Context: an optimization exercise on an open-source flow, tuned for small area, a short achievable clock period and few clock cycles. The choices shown serve that exercise and are no tape-out recipe. In this exercise RTL edits were held to simulation tests only and were not proved equivalent to the original.

==> flow/design.v (outline; a module is shown in full before it is edited, if it fits) <==
// module US_CSC: 1569 lines
module US_CSC (
   input  logic            Clock,
   input  logic            Resetn,
   output logic            SRAM_we_n,
   output logic   [17:0]   SRAM_address,
   input  logic   [15:0]   SRAM_read_data,
   output logic   [15:0]   SRAM_write_data,
   input  logic            US_CSC_enable,
   output logic            US_CSC_complete
);
  // ...
==> flow/flow/run.sh <==
#!/bin/bash
# Standard ORFS layout at the design's clock period and constraints; repair_timing
# is asked to keep extra setup slack so it works on the longest paths.
bash standard.sh SETUP_SLACK_MARGIN=9 CORE_UTILIZATION=60 CTS_BUF_LIST=sky130_fd_sc_hd__clkbuf_16 CTS_CLUSTER_SIZE=24 CTS_CLUSTER_DIAMETER=60 finish > standard_run.log 2>&1
==> flow/standard.sh <==
#!/bin/bash
# synth_recipe.tcl (not shown) runs the flow's synth.tcl, then flattens the netlist and writes it again
# the make line also repeats each setting of config.mk as NAME=value (left out here)
make -C /OpenROAD-flow-scripts/flow DESIGN_CONFIG=/design/flow/config.mk WORK_HOME=/design/flow/orfs CLKGATE_MAP_FILE= SYNTH_SCRIPT=/design/flow/synth_recipe.tcl "${@:-finish}"
==> flow/config.mk <==
export PLATFORM = sky130hd
export DESIGN_NAME = US_CSC
export DESIGN_NICKNAME = US_CSC
export VERILOG_FILES = /design/flow/design.v
export SDC_FILE = /design/flow/constraint.sdc
export NUM_CORES = 4
export LEC_CHECK = 0
export CAP_MARGIN = 20
export CORE_MARGIN = 2
export CORE_UTILIZATION = 40
export SLEW_MARGIN = 20
==> flow/constraint.sdc <==
create_clock -name core_clock -period 13.5 [get_ports {Clock}]
set_input_delay 2.7000 -clock core_clock [delete_from_list [all_inputs] [get_ports {Clock}]]
set_output_delay 2.7000 -clock core_clock [all_outputs]
set_load 0.01 [all_outputs]
==> flow_summary.yaml, run 1 <==
cts:
  numCtsBuffers: 25
  cts_setup_buffers: 41
  clock-sinks: 306
  clk_latency_ps: 560
  htreeDepth: 1
min_path:
  min-delay-start: "sr[12][6]"
synthesis:
  synth-simple-area-share: 0.0839
  synthAdderAreaFrac: 0.332
  synth-xor-area-share: 0.0398
  synth-async-reset-ratio: 0.157
  synth.most_common_cell: "inv_1"
  synth_edf_count: 104
  synth_top_family_by_area: "adder cells"
outcome:
  status: "finished clean"
place:
  dpl.cell_count: 2494
  place.gp.congestion: 0.939
cells_and_area:
  multi_input_cells: 1257
  clkbuf_count: 26
  clkCellAreaFrac: 0.0358
  final_common_cell: "inv_1"
  largestClassByArea: "multi-input gates"
routing:
  met1_length_mm: 23.6
  drt_wl_total_mm: 48.7
  ant_nets: 0
timing:
  fin_crit_sh: 0.337
  holdWs_ps: 411
  slew_headroom: 0.394
  finalSetupTns_ps: 0
  clock.fmax_mhz: 220
global_route:
  grt_max_degree: 89
  grt_pass1_wl_mm: 77.3
  grt_pass1_vias: 14200
floorplan:
  dieArea_mm2: 0.0371
worst_setup_path:
  path_class: "reg2out"
  crit_arrival_ps: 1850
  critPathRequiredTime_ps: 10800
Testbench counts, summed over its fixed seeds: cycles 1,536,168.
==> run 2, diff against run 1 <==
==> flow/flow/run.sh (replaced) <==
#!/bin/bash
# The standard ORFS layout (standard.sh) with a larger repair_timing setup margin,
# a different core utilization and clock-tree buffers; make's output goes to
# standard_run.log, ORFS keeps each step's log under orfs/logs/.
bash standard.sh SETUP_SLACK_MARGIN=9.5 CORE_UTILIZATION=60 CTS_BUF_LIST=sky130_fd_sc_hd__clkbuf_16 CTS_CLUSTER_SIZE=24 CTS_CLUSTER_DIAMETER=60 finish > standard_run.log 2>&1
==> run 2 against run 1 <==
Still clean. Largest cell class unchanged. Maximum frequency increased by 1.9%.
==> flow_summary.yaml, run 2 <==
cts:
  cts_root_buffer: "clkbuf_16"
  cts-hold-fix-buffers: 0
  clock-sinks: 306
  numCtsBuffers: 25
  clk_pin_slew_worst_paths_ps: 80
  htreeDepth: 1
  cts_max_path_buffers: 3
  tritoncts: "yes"
  clk_latency_ps: 580
min_path:
  min_path_type: "reg2reg"
  holdPathStages: 0
  min-delay-start: "sr[12][5]"
routing:
  drc: 0
  wire_per_inst_um: 19.2
  route.met2.wl_mm: 22.8
  dr.pass1.iters: 5
  avgViaCountPerCell: 5.45
  routed.top_layer: "met4"
  drt_iter0_drc: 1004
  wl_met3_mm: 3.54
  ant_nets: 0
  drt_wl_total_mm: 51.1
  dr_total_vias: 14500
  met1_length_mm: 23.8
floorplan:
  io_pins: 55
  initial_core_util: 0.604
  row_count: 69
  core_area_mm2: 0.0353
  die_y_um: 193
  dieArea_mm2: 0.0371
  die_w_um: 193
synthesis:
  synth_flop_cell: "dfxtp_1"
  synth-xor-area-share: 0.0398
  synth-async-reset-ratio: 0.157
  synthCells: 2024
  synth-seq-area-share: 0.349
  synth.most_common_cell: "inv_1"
  muxShareOfSynthArea: 0.0207
  synthTopCellsByCount: "inv_1, ha_1, fa_1, dfxtp_1, nor2_1"
  synth_edf_count: 104
  synth.net_count: 2479
  synth.avg_cell_area_um2: 10.5
  ys_ff_latch: 306
  synth_compound_area_frac: 0.0932
  synth_top_family_by_area: "adder cells"
  synth_area_leaders: "fa_1, edfxtp_1, dfxtp_1"
  synth_area_mm2: 0.0213
  synth_area_leader_cell: "fa_1"
  synth_top_area_frac: 0.203
  synth-simple-area-share: 0.0839
  synthAdderAreaFrac: 0.332
  synthDistinctLibCells: 71
  yosysWarnings: 2
timing:
  rsz0062_at_grt: "true"
  fin_worst_skew_ps: 16.0
  finalSetupTns_ps: 0
  worst_pin_slew_ps: 878
  fin_crit_sh: 0.331
  hold_viol: 0
  holdWs_ps: 423
  clock.fmax_mhz: 224
  setup_viol: 0
  fin_crit_ps: 4460
  layout_setup_ws_ps: 9040
  slew_viol_final: 0
  slew_headroom: 0.409
worst_setup_path:
  path_class: "reg2reg"
  crit_top_cell: "fa_1"
  rr_startpoint: "vp[8]"
  path_cells: "nor2_1 > or2_4 > inv_8 > fa_1 > fa_1 > inv_1 > fa_1 > inv_1 > fa_1 > inv_2 > ha_4 > a2111oi_4 > a31oi_4 > a221o_1 > a21oi_2 > xnor2_1"
  worstPathMaxFanout: 8
  crit_arrival_ps: 4970
  critPathSlowestCell: "fa_1"
  cp-start-kind: "flip-flop"
  critPathRequiredTime_ps: 14000
  crit_path_end_kind: "flip-flop"
  cp-startpoint: "vp[8]"
  crit_path_max_incr_delay_ps: 500
  r2r_cells: 16
place:
  place.gp.congestion: 0.919
  io_buffers: 54
  dp_worst_setup_slack_ps: 8680
  dp.final_hpwl_mm: 38.1
  dpl.cell_count: 2494
cells_and_area:
  largest_register_ffs: 104
  drive_gt1_frac: 0.198
  top_register: "sr"
  final_cell_mix: "inv_1, fa_1, ha_1"
  largestRegisters: "sr: 104 flops, SRAM_address: 18 flops, waddr: 18 flops"
  fin_cells: 2667
  final_common_cell: "inv_1"
  areaGrowthSynthToFinish_pct: 17.9
  fillers: 2570
  final_net_count: 2641
global_route:
  grt_pass1_wl_mm: 80.5
  grt_pass1_vias: 14800
  antenna_found_initial: 1
  overflow: 0
  grt_max_degree: 89
  track_usage: 0.285
outcome:
  status: "finished clean"
job:
  cap_viol_max_count: 0
run 2: cell counts after synthesis:
Identical to the previous run, type by type.
run 2: what timing repair did:
action | CTS | global route
endpoints found under the setup margin | 88 | 57
pin swaps | 90 | 60
gates resized for setup | 249 | 77
setup buffers | 84 | 42
run 2: path summary, 6_finish.rpt:
path	to	slack [ps]
setup reg to reg	greg[8]	9040
hold / removal	sr[11][5]	420
max in group asynchronous	US_CSC_complete	10830
setup / recovery	greg[8]	9040
hold reg to reg	sr[11][5]	420
min in group asynchronous	waddr[16]	2210
run 2: logic make-up (layout without fill, tap and decap cells):
family / count (synthesis) / count (layout)
AO/OA/AOI/OAI: 300 / 300
other: 0 / 2
AND/OR/NAND/NOR: 383 / 383
flip-flops: 306 / 306
adder cells (fa/ha/maj): 436 / 436
buffers and inverters: 461 / 641
XOR/XNOR: 97 / 97
multiplexers: 41 / 41
run 2: worst max-delay path: cells and delay by family, from the launching register on:
family	cells	cell delay [ps]
simple gates	2	340
xor+xnor	1	130
compound gates	4	1130
flops	1	410
buf+inv	4	230
fa+ha+maj	5	2140
run 2: per-stage QoR:
| stage | utilization | instance area, um2 |
|---|---|---|
| finish | 0.712 | 25100 |
| global route | 0.712 | 25100 |
| CTS | 0.693 | 24500 |
| detailed placement | 0.635 | 22400 |
| global placement | 0.635 | 22400 |
| floorplan | - | 21500 |
run 2: routing by layer:
metal	vias to the layer above	GRT usage
li1	6915	-
met1	7170	0.424
met2	385	0.442
met3	71	0.0518
met4	0	0.0526
met5	-	0
run 2: final cells by class:
cell class                      instances  area (um2)  area share
Multi-Input combinational cell       1257       12900       0.515
Sequential cell                       306        7530       0.299
Timing Repair Buffer                  188        1590      0.0632
Inverter                              408        1580      0.0629
Clock buffer                           25         626      0.0249
Tap cell                              461         577      0.0229
Clock inverter                         20         289      0.0115
Antenna cell                            2        5.00    0.000199
==> run 3, diff against run 2 <==
==> flow/flow/run.sh (replaced) <==
#!/bin/bash
# The standard ORFS layout (standard.sh) with a larger repair_timing setup margin,
# a different core utilization and clock-tree buffers; make's output goes to
# standard_run.log, ORFS keeps each step's log under orfs/logs/.
bash standard.sh SETUP_SLACK_MARGIN=9 CORE_UTILIZATION=55 CTS_BUF_LIST=sky130_fd_sc_hd__clkbuf_16 CTS_CLUSTER_SIZE=24 CTS_CLUSTER_DIAMETER=60 finish > standard_run.log 2>&1
==> run 3 against run 2 <==
Wire length down 2.1%. Global-route usage is 2.8 points lower. Register-to-register slack lost 70 ps. Synthesized cell count unchanged. Setup slack got worse by 240 ps. Count of clock-buffer cells in the layout increased by 3. Critical path depth is 11 lower. Critical endpoint is now SRAM_write_data[4]. Largest cell class unchanged.
==> flow_summary.yaml, run 3 <==
cells_and_area:
  largestRegisters: "sr: 104 flops, SRAM_address: 18 flops, waddr: 18 flops"
  final_common_cell: "inv_1"
  multi_input_area_mm2: 0.0124
  largest_register_ffs: 104
  drive_gt1_frac: 0.130
  diodes: 0
  final_cell_mix: "inv_1, ha_1, fa_1"
  fillers: 3233
  final_net_count: 2589
  top_register: "sr"
  seqCellArea_mm2: 0.00750
  areaGrowthSynthToFinish_pct: 13.9
cts:
  cts_max_path_buffers: 3
  tritoncts: "yes"
  clk_pin_slew_worst_paths_ps: 90
  numCtsBuffers: 26
  clock-sinks: 306
  clk_latency_ps: 560
  cts_root_buffer: "clkbuf_16"
  htreeDepth: 1
worst_setup_path:
  worstPathMaxFanout: 7
  critPathRequiredTime_ps: 10800
  path_class: "reg2out"
  critPathTopFamily: "buffers and inverters"
  crit_path_end_kind: "output pin"
  crit_buf_inv: 1
  r2r_cells: 14
  r2r_end: "greg[7]"
  r2r_slack_ps: 8970
  critPathSlowestCell: "clkdlybuf4s50_1"
  path_cells: "nor2_2 > nor3_1 > a211oi_1 > a21oi_1 > clkdlybuf4s50_1"
  crit_path_max_incr_delay_ps: 500
  cp-start-kind: "flip-flop"
  crit_arrival_ps: 2010
  cp-startpoint: "greg[8]"
  rr_startpoint: "yp[2]"
timing:
  slew_headroom: 0.334
  finalSetupTns_ps: 0
  fin_worst_skew_ps: 25.8
  worst_pin_slew_ps: 990
  layout_setup_ws_ps: 8790
  clock.fmax_mhz: 212
  fin_crit_sh: 0.349
  setup_viol: 0
  rsz0062_at_grt: "true"
  hold_viol: 0
  slew_viol_final: 0
  fin_crit_ps: 4710
synthesis:
  synth.most_common_cell: "inv_1"
  synthCells: 2024
  synth-async-reset-ratio: 0.157
  synthDistinctLibCells: 71
  synthTopCellsByCount: "inv_1, ha_1, fa_1, dfxtp_1, nor2_1"
  synth_top_area_frac: 0.203
  synth_area_mm2: 0.0213
  synth_area_leaders: "fa_1, edfxtp_1, dfxtp_1"
  ys_ff_latch: 306
  synth.net_count: 2479
  synth_flop_cell: "dfxtp_1"
  synth_edf_count: 104
  synth.avg_cell_area_um2: 10.5
  synth_area_leader_cell: "fa_1"
  yosysWarnings: 2
  synth-seq-area-share: 0.349
routing:
  avgViaCountPerCell: 5.30
  wire_per_inst_um: 18.7
  dr.pass1.iters: 5
  ant_nets: 0
  drt_wl_total_mm: 50.0
  drt_iter0_drc: 979
  dr_total_vias: 14200
  drc: 0
place:
  place.gp.congestion: 0.954
  dp.final_hpwl_mm: 38.9
  io_buffers: 54
  dp_worst_setup_slack_ps: 8410
outcome:
  status: "finished clean"
global_route:
  grt_max_degree: 69
  grt_pass1_wl_mm: 80.9
  track_usage: 0.257
  antenna_found_initial: 2
  overflow: 0
  grt_pass1_vias: 14800
floorplan:
  row_count: 72
  io_pins: 55
  initial_core_util: 0.554
  core_area_mm2: 0.0385
  die_y_um: 201
  die_w_um: 201
  dieArea_mm2: 0.0404
min_path:
  holdPathStages: 0
  min-delay-start: "sr[9][5]"
  min_path_type: "reg2reg"
  whs_endpoint: "sr[8][5]"
job:
  cap_viol_max_count: 0
-- run 3: cell counts after synthesis --
No cell type changed its count.
-- run 3: worst register-to-register path: stages (launching register included) --
cell and delay, ps:
dfxtp_4 400, clkinvlp_4 120, fa_2 640, fa_1 440, fa_1 470, fa_1 510
inv_1 40, ha_1 290, and4_4 160, and3_4 180, a2111oi_4 310, a31oi_4 150
a221o_1 410, buf_4 150, xor2_1 130
-- run 3: kinds of logic after synthesis --
| group | count (synthesis) | share of synthesized area |
|---|---|---|
| buffers and inverters | 461 | 0.0817 |
| and+or+nand+nor | 383 | 0.0839 |
| muxes | 41 | 0.0207 |
| adders and majority gates | 436 | 0.332 |
| DFF | 306 | 0.349 |
| xor gates and xnor gates | 97 | 0.0398 |
| AOI/OAI and AO/OA | 300 | 0.0932 |
-- run 3: worst max-delay path by stage --
| stage | to | cells past startpoint | slack, ps |
|---|---|---|---|
| 6_report | SRAM_write_data[4] | 5 | 8790 |
| 5_1_grt | SRAM_write_data[4] | 5 | 8700 |
| 4_1_cts | SRAM_write_data[3] | 5 | 8740 |
| 3_5_place_dp | fE[9] | 18 | 8410 |
| 3_3_place_gp | greg[8] | 14 | 8470 |
| 2_1_floorplan | greg[8] | 19 | 9000 |
-- run 3: metrics by stage --
| step | hold slack, ps | util | instances | cell area (um2) |
|---|---|---|---|---|
| after detailed placement | 405 | 0.583 | 2550 | 22400 |
| after global routing | 430 | 0.632 | 2672 | 24300 |
| final | 423 | 0.632 | 2672 | 24300 |
| after floorplan | 400 | - | 2024 | 21400 |
| after CTS | 421 | 0.620 | 2643 | 23900 |
| after global placement | 400 | 0.583 | 2550 | 22400 |
-- run 3: area by class of cell --
class	instances	share of cell area
multi-input cells	1257	0.512
flip-flops and latches	306	0.309
inverters	408	0.0650
repair buffers	135	0.0498
clock buffers	28	0.0288
well taps	518	0.0267
clock inverters	20	0.00932
-- run 3: what timing repair did --
action / in CTS / in global routing
buffers inserted: 45 / 29
hold endpoints to repair: 0 / 0
pin swaps: 16 / 26
gates resized for setup: 57 / 63
endpoints found under the setup margin: 50 / 41
hold buffers: 0 / 0
-- run 3: routing by layer --
layer	track usage	vias to the layer above	part of all wire
li1	-	6798	-
met1	0.382	6972	0.48
met2	0.397	320	0.44
met3	0.0403	71	0.053
met4	0.0630	2	0.025
met5	0	-	0.00026
==> run 4, diff against run 3 <==
==> flow/flow/run.sh (replaced) <==
#!/bin/bash
# The standard ORFS layout (standard.sh: standard synthesis, the design's clock
# period and constraints), with these changes to how the layout is made:
#  - repair_timing keeps 9 ns of setup slack as margin, so it also shortens paths
#    that already meet the 13.5 ns clock (upsizing, buffering, pin swaps);
#  - 60% core utilization;
#  - clock tree from clkbuf_16 cells with sink clusters of at most 24 sinks / 60 um.
# make's output goes to standard_run.log; ORFS keeps each step's log under orfs/logs/.
bash standard.sh SETUP_SLACK_MARGIN=9 CORE_UTILIZATION=60 \
  CTS_BUF_LIST=sky130_fd_sc_hd__clkbuf_16 CTS_CLUSTER_SIZE=24 CTS_CLUSTER_DIAMETER=60 \
  finish > standard_run.log 2>&1
==> run 4 against run 3 <==
Register-to-register slack gained 30 ps. First-iteration DRC count down 1.6%. Global-route usage up 1.7 points. Maximum frequency is 3.5% higher. Largest cell class unchanged. Highest routed layer is now met4.
==> flow_summary.yaml, run 4 <==
cts:
  tritoncts: "yes"
  clk_pin_slew_worst_paths_ps: 80
  clk_latency_ps: 560
  clock-sinks: 306
  htreeDepth: 1
  cts-hold-fix-buffers: 0
  cts_max_path_buffers: 3
  cts_root_buffer: "clkbuf_16"
  numCtsBuffers: 25
synthesis:
  synth_flop_cell: "dfxtp_1"
  synth-seq-area-share: 0.349
  synth.avg_cell_area_um2: 10.5
  synth.net_count: 2479
  synth_area_mm2: 0.0213
  synth_area_leaders: "fa_1, edfxtp_1, dfxtp_1"
  synth.most_common_cell: "inv_1"
  ys_ff_latch: 306
  synthDistinctLibCells: 71
  synth-async-reset-ratio: 0.157
  synthCells: 2024
  yosysWarnings: 2
  synthTopCellsByCount: "inv_1, ha_1, fa_1, dfxtp_1, nor2_1"
  synth_edf_count: 104
  synth_area_leader_cell: "fa_1"
  synth_top_area_frac: 0.203
worst_setup_path:
  r2r_end: "greg[7]"
  crit_path_end_kind: "output pin"
  critPathSlowestCell: "dfxtp_4"
  rr_startpoint: "vp[8]"
  r2r_cells: 16
  path_class: "reg2out"
  r2r_slack_ps: 9000
  path_cells: "buf_4 > nor2_2 > nor3_1 > a211oi_1 > a21oi_1 > dlygate4sd2_1"
  crit_path_max_incr_delay_ps: 370
  crit_arrival_ps: 1850
  worstPathMaxFanout: 5
  cp-start-kind: "flip-flop"
  critPathRequiredTime_ps: 10800
routing:
  avgViaCountPerCell: 5.43
  drt_wl_total_mm: 48.7
  drt_iter0_drc: 963
  drc: 0
  dr.pass1.iters: 5
  dr_total_vias: 14200
  wire_per_inst_um: 18.6
  ant_nets: 0
min_path:
  whs_endpoint: "sr[11][6]"
  min_path_type: "reg2reg"
  holdPathStages: 0
  min-delay-start: "sr[12][6]"
timing:
  rsz0062_at_grt: "true"
  slew_viol_final: 0
  fin_worst_skew_ps: 32.7
  slew_headroom: 0.394
  hold_viol: 0
  fin_crit_ps: 4550
  setup_viol: 0
  fin_crit_sh: 0.337
  clock.fmax_mhz: 220
  worst_pin_slew_ps: 908
  finalSetupTns_ps: 0
job:
  cap_viol_max_count: 0
cells_and_area:
  top_register: "sr"
  final_net_count: 2596
  largest_register_ffs: 104
  diodes: 0
  final_cell_mix: "inv_1, ha_1, fa_1"
  drive_gt1_frac: 0.128
  design_area_mm2: 0.0241
  utilization: 0.683
  final_common_cell: "inv_1"
  areaGrowthSynthToFinish_pct: 13.1
  largestRegisters: "sr: 104 flops, SRAM_address: 18 flops, waddr: 18 flops"
floorplan:
  die_w_um: 193
  core_area_mm2: 0.0353
  dieArea_mm2: 0.0371
  row_count: 69
  die_y_um: 193
  io_pins: 55
  initial_core_util: 0.604
global_route:
  busiest_layer: "met1"
  grt_pass1_wl_mm: 77.3
  track_usage: 0.274
  use_met2: 0.414
  overflow: 0
  met1_usage: 0.417
  met3_usage: 0.0446
  antenna_found_initial: 1
  grt_pass1_vias: 14200
  grt_max_degree: 89
outcome:
  status: "finished clean"
place:
  place_area_mm2: 0.0224
  place.gp.congestion: 0.939
  dp.final_hpwl_mm: 37.7
  io_buffers: 54
==> run 4: cell counts after synthesis <==
Identical to the previous run, type by type.
==> run 4: worst max path at each step <==
| stage | start | cells past startpoint | slack (ps) | to |
|---|---|---|---|---|
| finish | greg[8] | 6 | 8950 | SRAM_write_data[3] |
| global route | greg[8] | 6 | 8840 | SRAM_write_data[3] |
| CTS | greg[8] | 5 | 8830 | SRAM_write_data[7] |
| detailed placement | yp[6] | 14 | 8370 | greg[8] |
| global placement | yp[6] | 14 | 8450 | greg[8] |
| floorplan | vp[8] | 19 | 9000 | greg[8] |
==> run 4: per-layer routing <==
metal | up-vias | wire length, um | part of all wire
li1 | 6809 | - | -
met1 | 6990 | 23600 | 0.48
met2 | 380 | 21200 | 0.43
met3 | 60 | 3000 | 0.062
met4 | 0 | 959 | 0.020
met5 | - | 0 | 0
==> run 4: metrics by stage <==
stage | worst slack, ps | hold slack (ps) | std cells
detailed placement | 8370 | 405 | 2494
CTS | 8830 | 413 | 2580
global placement | 8450 | 400 | 2494
floorplan | 9000 | 400 | 2024
finish | 8950 | 411 | 2620
global route | 8840 | 427 | 2620
==> run 4: cell type report <==
class                   instances  area [um2]
multi-input cells            1257       12400
clock inverters                19         211
clock buffers                  26         651
fillers                      2761       11200
repair buffers                143        1200
flip-flops and latches        306        7510
well taps                     461         577
inverters                     408        1570
==> run 4: worst max-delay path, delay by kind of cell, from the launching register on <==
| kind | cells | cell delay [ps] |
|---|---|---|
| buf+inv | 2 | 480 |
| simple gates | 2 | 180 |
| flops | 1 | 370 |
| compound gates | 2 | 280 |
==> run 4: cells by family (layout without fill, tap and decap cells) <==
logic type,Yosys count,in the layout,share of synthesized area
compound gates,300,300,0.0932
xor+xnor,97,97,0.0398
fa+ha+maj,436,436,0.332
buf+inv,461,596,0.0817
flops,306,306,0.349
mux,41,41,0.0207
simple gates,383,383,0.0839
==> run 4: repair_timing <==
item,CTS,global route
buffers inserted,41,40
pin swaps,17,31
cloned,0,0
resized for setup,71,45
setup endpoints to repair,48,36
==> run 5, diff against run 4 <==
--- a/flow/flow/run.sh
+++ b/flow/flow/run.sh
@@ -3,2 +3,4 @@
 # period and constraints), with these changes to how the layout is made:
+#  - every input and output port still gets a buffer, but a plain buf_2 instead of
+#    the clkdlybuf4s50_1 delay cell that buffer_ports picks by default;
 #  - repair_timing keeps 9 ns of setup slack as margin, so it also shortens paths
@@ -9,2 +11,3 @@
 bash standard.sh SETUP_SLACK_MARGIN=9 CORE_UTILIZATION=60 \
+  "BUFFER_PORTS_ARGS=-buffer_cell sky130_fd_sc_hd__buf_2" \
   CTS_BUF_LIST=sky130_fd_sc_hd__clkbuf_16 CTS_CLUSTER_SIZE=24 CTS_CLUSTER_DIAMETER=60 \
==> run 5 against run 4 <==
Still clean. Register-to-register slack lost 20 ps. Critical path depth rose by 10. Count of clock-buffer cells in the layout shrank 1. Cell count down 0.80%. Worst hold slack better by 1.5 ps. Critical path type is now reg2reg. Critical endpoint is now greg[7].
==> flow_summary.yaml, run 5 <==
outcome:
  status: "finished clean"
synthesis:
  synth_area_mm2: 0.0213
  synthDistinctLibCells: 71
  synth_edf_count: 104
  synth-async-reset-ratio: 0.157
  ys_ff_latch: 306
  synth_flop_cell: "dfxtp_1"
  synth.avg_cell_area_um2: 10.5
  synth-seq-area-share: 0.349
  synth_top_area_frac: 0.203
  synth_area_leader_cell: "fa_1"
  yosysWarnings: 2
  synth_area_leaders: "fa_1, edfxtp_1, dfxtp_1"
  synthCells: 2024
  synthTopCellsByCount: "inv_1, ha_1, fa_1, dfxtp_1, nor2_1"
  synth.net_count: 2479
  synth.most_common_cell: "inv_1"
routing:
  drt_iter0_drc: 930
  wire_per_inst_um: 18.6
  dr_total_vias: 14100
  avgViaCountPerCell: 5.41
  ant_nets: 0
  dr.pass1.iters: 5
  drc: 0
  drt_wl_total_mm: 48.3
cts:
  htreeDepth: 1
  cts-hold-fix-buffers: 0
  tritoncts: "yes"
  numCtsBuffers: 24
  cts_max_path_buffers: 3
  clk_latency_ps: 560
  clk_pin_slew_worst_paths_ps: 90
  clock-sinks: 306
  cts_root_buffer: "clkbuf_16"
floorplan:
  row_count: 69
  io_pins: 55
  die_w_um: 193
  die_y_um: 193
  core_area_mm2: 0.0353
  initial_core_util: 0.604
  dieArea_mm2: 0.0371
cells_and_area:
  largest_register_ffs: 104
  largestRegisters: "sr: 104 flops, SRAM_address: 18 flops, waddr: 18 flops"
  utilization: 0.671
  final_net_count: 2575
  areaGrowthSynthToFinish_pct: 11.2
  final_cell_mix: "inv_1, fa_1, ha_1"
  final_common_cell: "inv_1"
  top_register: "sr"
  diodes: 0
  drive_gt1_frac: 0.139
worst_setup_path:
  r2r_end: "greg[7]"
  cp-startpoint: "vp[8]"
  crit_arrival_ps: 4970
  r2r_cells: 16
  critPathRequiredTime_ps: 13940
  rr_startpoint: "vp[8]"
  worstPathMaxFanout: 8
  r2r_slack_ps: 8980
  cp-start-kind: "flip-flop"
  crit_path_end_kind: "flip-flop"
  path_class: "reg2reg"
timing:
  rsz0062_at_grt: "true"
  setup_viol: 0
  fin_crit_sh: 0.335
  slew_headroom: 0.402
  clock.fmax_mhz: 221
  fin_crit_ps: 4520
  slew_viol_final: 0
  layout_setup_ws_ps: 8980
  hold_viol: 0
  finalSetupTns_ps: 0
  fin_worst_skew_ps: 22.9
  worst_pin_slew_ps: 889
min_path:
  min-delay-start: "sr[7][3]"
  min_path_type: "reg2reg"
  holdPathStages: 0
  whs_endpoint: "sr[6][3]"
place:
  dp_worst_setup_slack_ps: 8430
  place.gp.congestion: 0.939
  dp.final_hpwl_mm: 37.8
  io_buffers: 54
global_route:
  track_usage: 0.273
  grt_pass1_wl_mm: 77.1
  grt_max_degree: 89
  overflow: 0
  antenna_found_initial: 1
  grt_pass1_vias: 14100
job:
  cap_viol_max_count: 0
==> run 5: changes by cell type in the layout (fill, tap and decap cells not counted), sizes merged <==
cell and change:
buf +33, clkbuf -4, clkdlybuf4s50 -37, clkinv -1, dlygate4sd2 -12, dlymetal6s2s -1, inv +1
==> run 5: how the worst max path moves through the flow <==
stage	depth (start not counted)	slack (ps)	to
finish	16	8980	greg[7]
CTS	5	9000	SRAM_write_data[7]
global placement	14	8480	greg[8]
floorplan	19	9000	greg[8]
detailed placement	14	8430	greg[8]
global route	17	8870	greg[8]
==> run 5: critical path, cell delays in order, from the launching register on <==
cell and delay (ps):
dfxtp_4 400, nor2_2 40, or2_4 250, clkinvlp_4 120, fa_1 460, fa_1 540
inv_2 40, fa_1 510, inv_2 40, fa_1 480, inv_2 50, ha_4 250
a2111oi_4 390, a31oi_4 140, a221o_1 410, buf_4 150, xor2_1 130
==> run 5: logic make-up after synthesis <==
kind of cell    Yosys count  share of synthesized area
mux                      41                     0.0207
buf+inv                 461                     0.0817
compound gates          300                     0.0932
fa+ha+maj               436                      0.332
flops                   306                      0.349
xor+xnor                 97                     0.0398
simple gates            383                     0.0839
==> run 5: metal layers <==
layer | share of wire | track usage | vias up
met4 | 0.026 | 0.0699 | 0
met5 | 0 | 0 | -
met3 | 0.057 | 0.0353 | 75
met2 | 0.43 | 0.415 | 358
met1 | 0.49 | 0.416 | 6860
li1 | - | - | 6766
==> run 5: through the flow <==
stage / hold WS, ps / cells / instance area, um2
6_report: 413 / 2599 / 23700
5_1_grt: 421 / 2599 / 23700
4_1_cts: 414 / 2577 / 23400
3_5_place_dp: 405 / 2494 / 22100
3_3_place_gp: 400 / 2494 / 22100
2_1_floorplan: 400 / 2024 / 21400
==> run 5: repair_timing <==
| action | in CTS | in global routing |
|---|---|---|
| gates resized for setup | 38 | 36 |
| buffers inserted | 39 | 21 |
| endpoints found under the setup margin | 47 | 30 |
| pin swaps | 10 | 20 |
==> run 5: cell type report <==
| class | instances | area [um2] |
|---|---|---|
| Clock buffer | 25 | 626 |
| Clock inverter | 19 | 269 |
| Fill cell | 2790 | 11600 |
| Inverter | 408 | 1580 |
| Multi-Input combinational cell | 1257 | 12300 |
| Sequential cell | 306 | 7490 |
| Tap cell | 461 | 577 |
| Timing Repair Buffer | 123 | 826 |

[static timing again, ports no longer ideal]
The results above use ideal ports. As a check the final layouts listed here were re-extracted and re-timed, cells and wires unchanged.
Step 1, drivers: a clkbuf_16 drives Clock and a buf_2 each remaining input, both assumed.
Step 2 moves the port delays by t, midway between the first and last clock arrival at a register: inputs arrive t later, outputs are due t later. That takes back most of the time a late clock gives input paths.
Slacks: ideal ports / drivers / drivers and shift; pairs: ideal ports / drivers.
| run | shift t [ns] | setup WS [ns] | worst setup path at the end | worst data-port slew with drivers (ns) |
|---|---|---|---|---|
| run 1 | 0.598 | 8.951 / 8.896 / 9.003 | register to register | 0.04 |
| run 2 | 0.627 | 9.036 / 8.992 / 9.036 | register to register | 0.04 |
| run 3 | 0.606 | 8.791 / 8.734 / 8.971 | register to register | 0.04 |
| run 4 | 0.598 | 8.951 / 8.896 / 9.003 | register to register | 0.04 |
| run 5 | 0.607 | 8.977 / 8.949 / 8.977 | register to register | 0.04 |
After both steps setup and hold are still met in every run listed.
